What follows belongs to an exercise in optimizing a design on an open flow for small area; a production flow would make more cautious choices. RTL that was checked went through simulation tests only; none was proved equivalent to the original.

==> flow/design.v (excerpt) <==
module MatchingGame(
    input clk,
    input rst,
    input btnU,
    input btnD,
    input btnL,
    input btnR,
    input btnS,
	output [7:0] rgb,
	output hsync,
	output vsync,
	output [7:0] C,   
    output [3:0] AN   
    );
For scale: about 1800 cells after synthesis, about 220 flip-flops, ~29 I/O pins, roughly 14000 sq um of cells after synthesis.
==> flow/config.mk <==
export PLATFORM = sky130hd
export DESIGN_NAME = MatchingGame
export DESIGN_NICKNAME = MatchingGame
export VERILOG_FILES = /design/flow/design.v
export SDC_FILE = /design/flow/constraint.sdc
export NUM_CORES = 4
export LEC_CHECK = 0
export ABC_AREA = 1
export CAP_MARGIN = 20
export CORE_MARGIN = 2
export CORE_UTILIZATION = 70
export CTS_BUF_LIST = sky130_fd_sc_hd__clkbuf_8
export CTS_CLUSTER_DIAMETER = 100
export CTS_CLUSTER_SIZE = 12
export SLEW_MARGIN = 20
==> flow/constraint.sdc <==
create_clock -name core_clock -period 50.0 [get_ports {clk}]
set_input_delay 10.0000 -clock core_clock [delete_from_list [all_inputs] [get_ports {clk}]]
set_output_delay 10.0000 -clock core_clock [all_outputs]
set_load 0.01 [all_outputs]
run.sh (not shown) runs the stock make flow with config.mk's settings and CLKGATE_MAP_FILE= SYNTH_SCRIPT=/design/flow/synth_recipe.tcl, a recipe that flattens the netlist after the stock synthesis.
The first run finished with timing, DRC and antenna clean.
Rerun with:
==> flow/flow/run.sh (new file) <==
#!/bin/bash
# The standard layout, with two changes to how it is made:
#  - the port buffers are the smallest buffer cell;
#  - after floorplanning, every logic cell that synthesis gave a stronger drive
#    than it needs is put back to the smallest cell of its kind (the design has
#    lots of slack); placement's own repair then resizes whatever still needs it.
set -euo pipefail
export BUFFER_PORTS_ARGS="-buffer_cell sky130_fd_sc_hd__buf_1"
bash standard.sh floorplan > standard_floorplan.log 2>&1
openroad -no_init -exit flow/downsize.tcl > downsize.log 2>&1
bash standard.sh > standard.log 2>&1
==> flow/flow/downsize.tcl (new file) <==
# Swap each logic cell for the smallest cell of the same kind (same function and
# pins, drive strength _0/_1/_2), in the floorplan database, before placement.
set odb_file orfs/results/sky130hd/MatchingGame/base/2_floorplan.odb
read_db $odb_file
set db [ord::get_db]
set block [ord::get_db_block]
set n 0
set saved 0
foreach inst [$block getInsts] {
  set m [$inst getMaster]
  set name [$m getName]
  if {![regexp {^(sky130_fd_sc_hd__[a-z0-9]+)_([0-9]+)$} $name -> base drive]} { continue }
  if {[regexp {clk|dly|tap|fill|decap|conb|df|dl|sdf|probe|lpflow|diode} $base]} { continue }
  set bestM $m
  set bestA [expr {[$m getWidth] * [$m getHeight]}]
  set a0 $bestA
  foreach d {0 1 2} {
    set c [$db findMaster ${base}_$d]
    if {$c eq "NULL" || $c eq ""} { continue }
    set a [expr {[$c getWidth] * [$c getHeight]}]
    if {$a < $bestA} {
      set bestM $c
      set bestA $a
    }
  }
  if {$bestM ne $m} {
    $inst swapMaster $bestM
    incr n
    set saved [expr {$saved + $a0 - $bestA}]
  }
}
puts "downsized $n instances, [expr {$saved / 1e6}] um2"
write_db $odb_file
==> flow/standard.sh (new file) <==
#!/bin/bash
# synth_recipe.tcl (not shown) runs the flow's synth.tcl, then flattens the netlist and writes it again
# the make line also repeats each setting of config.mk as NAME=value (left out here)
make -C /OpenROAD-flow-scripts/flow DESIGN_CONFIG=/design/flow/config.mk WORK_HOME=/design/flow/orfs CLKGATE_MAP_FILE= SYNTH_SCRIPT=/design/flow/synth_recipe.tcl "${@:-finish}"
Settings changed: ABC_AREA 1 to not set, CAP_MARGIN 20 to 0, SLEW_MARGIN 20 to 0.
removed: flow/run.sh
What happened: Clock skew goes down by 0.0069 ns. Worst hold slack loses 0.0080 ns.

* * *

Setup of oak:
MatchingGame, a different RTL version from the one above (not shown whole).
For scale: about 220 flip-flops, roughly 29 I/O pins.
clock: 50.0 ns
lec_check: 0
cap_margin: 20
core_margin: 2
core_utilization: 70
cts_buf_list: sky130_fd_sc_hd__clkbuf_8
cts_cluster_diameter: 100
cts_cluster_size: 12
slew_margin: 20
Stock flow here: none of the scripts above is used.
The flow did not stop early for oak: all stages ran, and the layout cleared the timing, design-rule and antenna checks.
The following lists how pine was set up differently from oak:
--- a/flow/config.mk
+++ b/flow/config.mk
@@ -10,5 +10,5 @@
 export CORE_UTILIZATION = 70
-export CTS_BUF_LIST = sky130_fd_sc_hd__clkbuf_8
-export CTS_CLUSTER_DIAMETER = 100
-export CTS_CLUSTER_SIZE = 12
+export CTS_BUF_LIST = sky130_fd_sc_hd__clkbuf_16
+export CTS_CLUSTER_DIAMETER = 120
+export CTS_CLUSTER_SIZE = 24
 export SLEW_MARGIN = 20
--- outcome ---
- Where worst setup slack is concerned, oak is better than pine.
- pine: full flow OK, the timing, design-rule and antenna checks passed
- Diff oak -> pine: register-to-register setup slack -0.04 ns; global-route met2 utilization saw an increase.
No functional check of the RTL was part of any run of this note.

* * *

== zinc ==
MatchingGame with an RTL version that a note above also has.
Size in the first run: about 1500 cells after synthesis, roughly 220 flip-flops, about 14000 um2 of cells after synthesis.
// MatchingGame
module MatchingGame(
    input clk,
    input rst,
    input btnU,
    input btnD,
    input btnL,
    input btnR,
    input btnS,
	output [7:0] rgb,
	output hsync,
	output vsync,
	output [7:0] C,   
    output [3:0] AN   
    );
reg [1:0] arst_ff;
wire reset = arst_ff[0];
always @ (posedge clk)
	if (rst)
		arst_ff <= 2'b11;
	else
		arst_ff <= {1'b0, arst_ff[1]};
wire mapReset;
wire resetSum = mapReset | rst;
wire [31:0] seed;
wire [2:0] color;
wire randSig;
wire finishedGen;
wire [47:0] map;
wire [15:0] clr;
wire [2:0] state;
wire [3:0] cursor, sel0, sel1;
wire s1;
wire [3:0] pairs;
wire [3:0] vgaIdx;
reg [3:0] idx;
always @ (*)
	case (seed[1:0])
		2'd0: idx = sel0;
		2'd1: idx = sel1;
		2'd2: idx = cursor;
		default: idx = vgaIdx;
	endcase
wire [15:0] dec = 16'd1 << idx;
wire clrEn;
assign clr = clrEn ? dec : 16'd0;
reg [2:0] rd;
integer k;
always @ (*) begin
	rd = 3'd0;
	for (k = 0; k < 16; k = k + 1)
		rd = rd | ({3{dec[k]}} & map[3*k +: 3]);
end
reg gate_d;
always @ (posedge clk)
	gate_d <= (state == 3'd0);
wire tmode;
wire [18:0] timer, timerNext;
RNG rng(.clk(clk), .seedReset(rst), .reset(resetSum), .randSig(randSig), .tmode(tmode), .timerNext(timerNext),
	.seed(seed), .timer(timer), .color(color));
MapGen mapgen(.clk(clk), .reset(resetSum), .color(color), .clr(clr), .randSig(randSig),
	.finishedGen(finishedGen), .logicMap(map));
FSM fsm(.clk(clk), .reset(reset), .tick(seed[7:0]), .btnU(btnU), .btnD(btnD), .btnL(btnL), .btnR(btnR), .btnS(btnS),
	.finishedGen(finishedGen), .rd(rd), .timer(timer), .tmode(tmode), .timerNext(timerNext), .mapReset(mapReset), .clrEn(clrEn), .state(state), .cursor(cursor),
  ...
Settings: LEC_CHECK=0, CAP_MARGIN=20, CORE_MARGIN=2, CORE_UTILIZATION=70, CTS_BUF_LIST=sky130_fd_sc_hd__clkbuf_8, CTS_CLUSTER_DIAMETER=100, CTS_CLUSTER_SIZE=12, SLEW_MARGIN=20; clock period 50.0 ns.
standard.sh (not shown) runs the stock make flow with config.mk's settings and CLKGATE_MAP_FILE= SYNTH_SCRIPT=/design/flow/synth_recipe.tcl, a recipe that flattens the netlist after the stock synthesis.
==> flow/flow/run.sh <==
#!/bin/bash
# The standard layout, with two changes to how it is made:
#  - the port buffers are the smallest buffer cell;
#  - after floorplanning, every logic cell that synthesis gave a stronger drive
#    than it needs is put back to the smallest cell of its kind (the design has
#    lots of slack); placement's own repair then resizes whatever still needs it.
set -euo pipefail
export BUFFER_PORTS_ARGS="-buffer_cell sky130_fd_sc_hd__buf_1"
bash standard.sh floorplan > standard_floorplan.log 2>&1
openroad -no_init -exit flow/downsize.tcl > downsize.log 2>&1
bash standard.sh > standard.log 2>&1
==> flow/flow/downsize.tcl <==
# Swap each logic cell for the smallest cell of the same kind (same function and
# pins, drive strength _0/_1/_2), in the floorplan database, before placement.
set odb_file orfs/results/sky130hd/MatchingGame/base/2_floorplan.odb
read_db $odb_file
set db [ord::get_db]
set block [ord::get_db_block]
set n 0
set saved 0
foreach inst [$block getInsts] {
  set m [$inst getMaster]
  set name [$m getName]
  if {![regexp {^(sky130_fd_sc_hd__[a-z0-9]+)_([0-9]+)$} $name -> base drive]} { continue }
  if {[regexp {clk|dly|tap|fill|decap|conb|df|dl|sdf|probe|lpflow|diode} $base]} { continue }
  set bestM $m
  set bestA [expr {[$m getWidth] * [$m getHeight]}]
  set a0 $bestA
  foreach d {0 1 2} {
    set c [$db findMaster ${base}_$d]
    if {$c eq "NULL" || $c eq ""} { continue }
    set a [expr {[$c getWidth] * [$c getHeight]}]
    if {$a < $bestA} {
      set bestM $c
      set bestA $a
    }
  }
  if {$bestM ne $m} {
    $inst swapMaster $bestM
    incr n
    set saved [expr {$saved + $a0 - $bestA}]
  }
}
puts "downsized $n instances, [expr {$saved / 1e6}] um2"
write_db $odb_file
Relative to zinc, the following input files were edited for garnet:
- CORE_UTILIZATION now 85, was 70
==> run summary <==
Summary of garnet over zinc: half-perimeter wire length of the detailed placement result saw an increase; via count saw an increase.

==> separate check: timing with driven ports <==
The results above use ideal ports. As a check the final layouts listed here were re-extracted and re-timed, cells and wires unchanged.
Step 1 (the two cells are an assumption about what drives the block):
set clk [get_ports {clk}]
set_driving_cell -lib_cell sky130_fd_sc_hd__clkbuf_16 $clk
set_driving_cell -lib_cell sky130_fd_sc_hd__buf_2 [delete_from_list [all_inputs] $clk]
Step 2 moves the port delays by t, midway between the first and last clock arrival at a register: inputs arrive t later, outputs are due t later. That takes back most of the time a late clock gives input paths.
Slacks: ideal ports / drivers / drivers and shift; pairs: ideal ports / drivers.
run | t (ns) | slack for setup (ns) | worst setup path after step 2 | slew at the worst register clock pin (ns) | pins driven straight from the clock port
the first run of note 1 | 0.584 | 27.796 / 27.796 / 27.796 | register to register | 0.09 / 0.09 | 1
the second run of note 1 | 0.571 | 27.647 / 27.647 / 27.647 | register to register | 0.10 / 0.10 | 1
oak | 0.582 | 26.886 / 26.886 / 26.886 | register to register | 0.10 / 0.10 | 1
pine | 0.532 | 26.849 / 26.849 / 26.849 | register to register | 0.11 / 0.11 | 1
zinc | 0.573 | 27.626 / 27.626 / 27.626 | register to register | 0.09 / 0.09 | 1
garnet | 0.566 | 27.122 / 27.122 / 27.122 | register to register | 0.09 / 0.09 | 1
After both steps setup and hold are still met in every run listed.
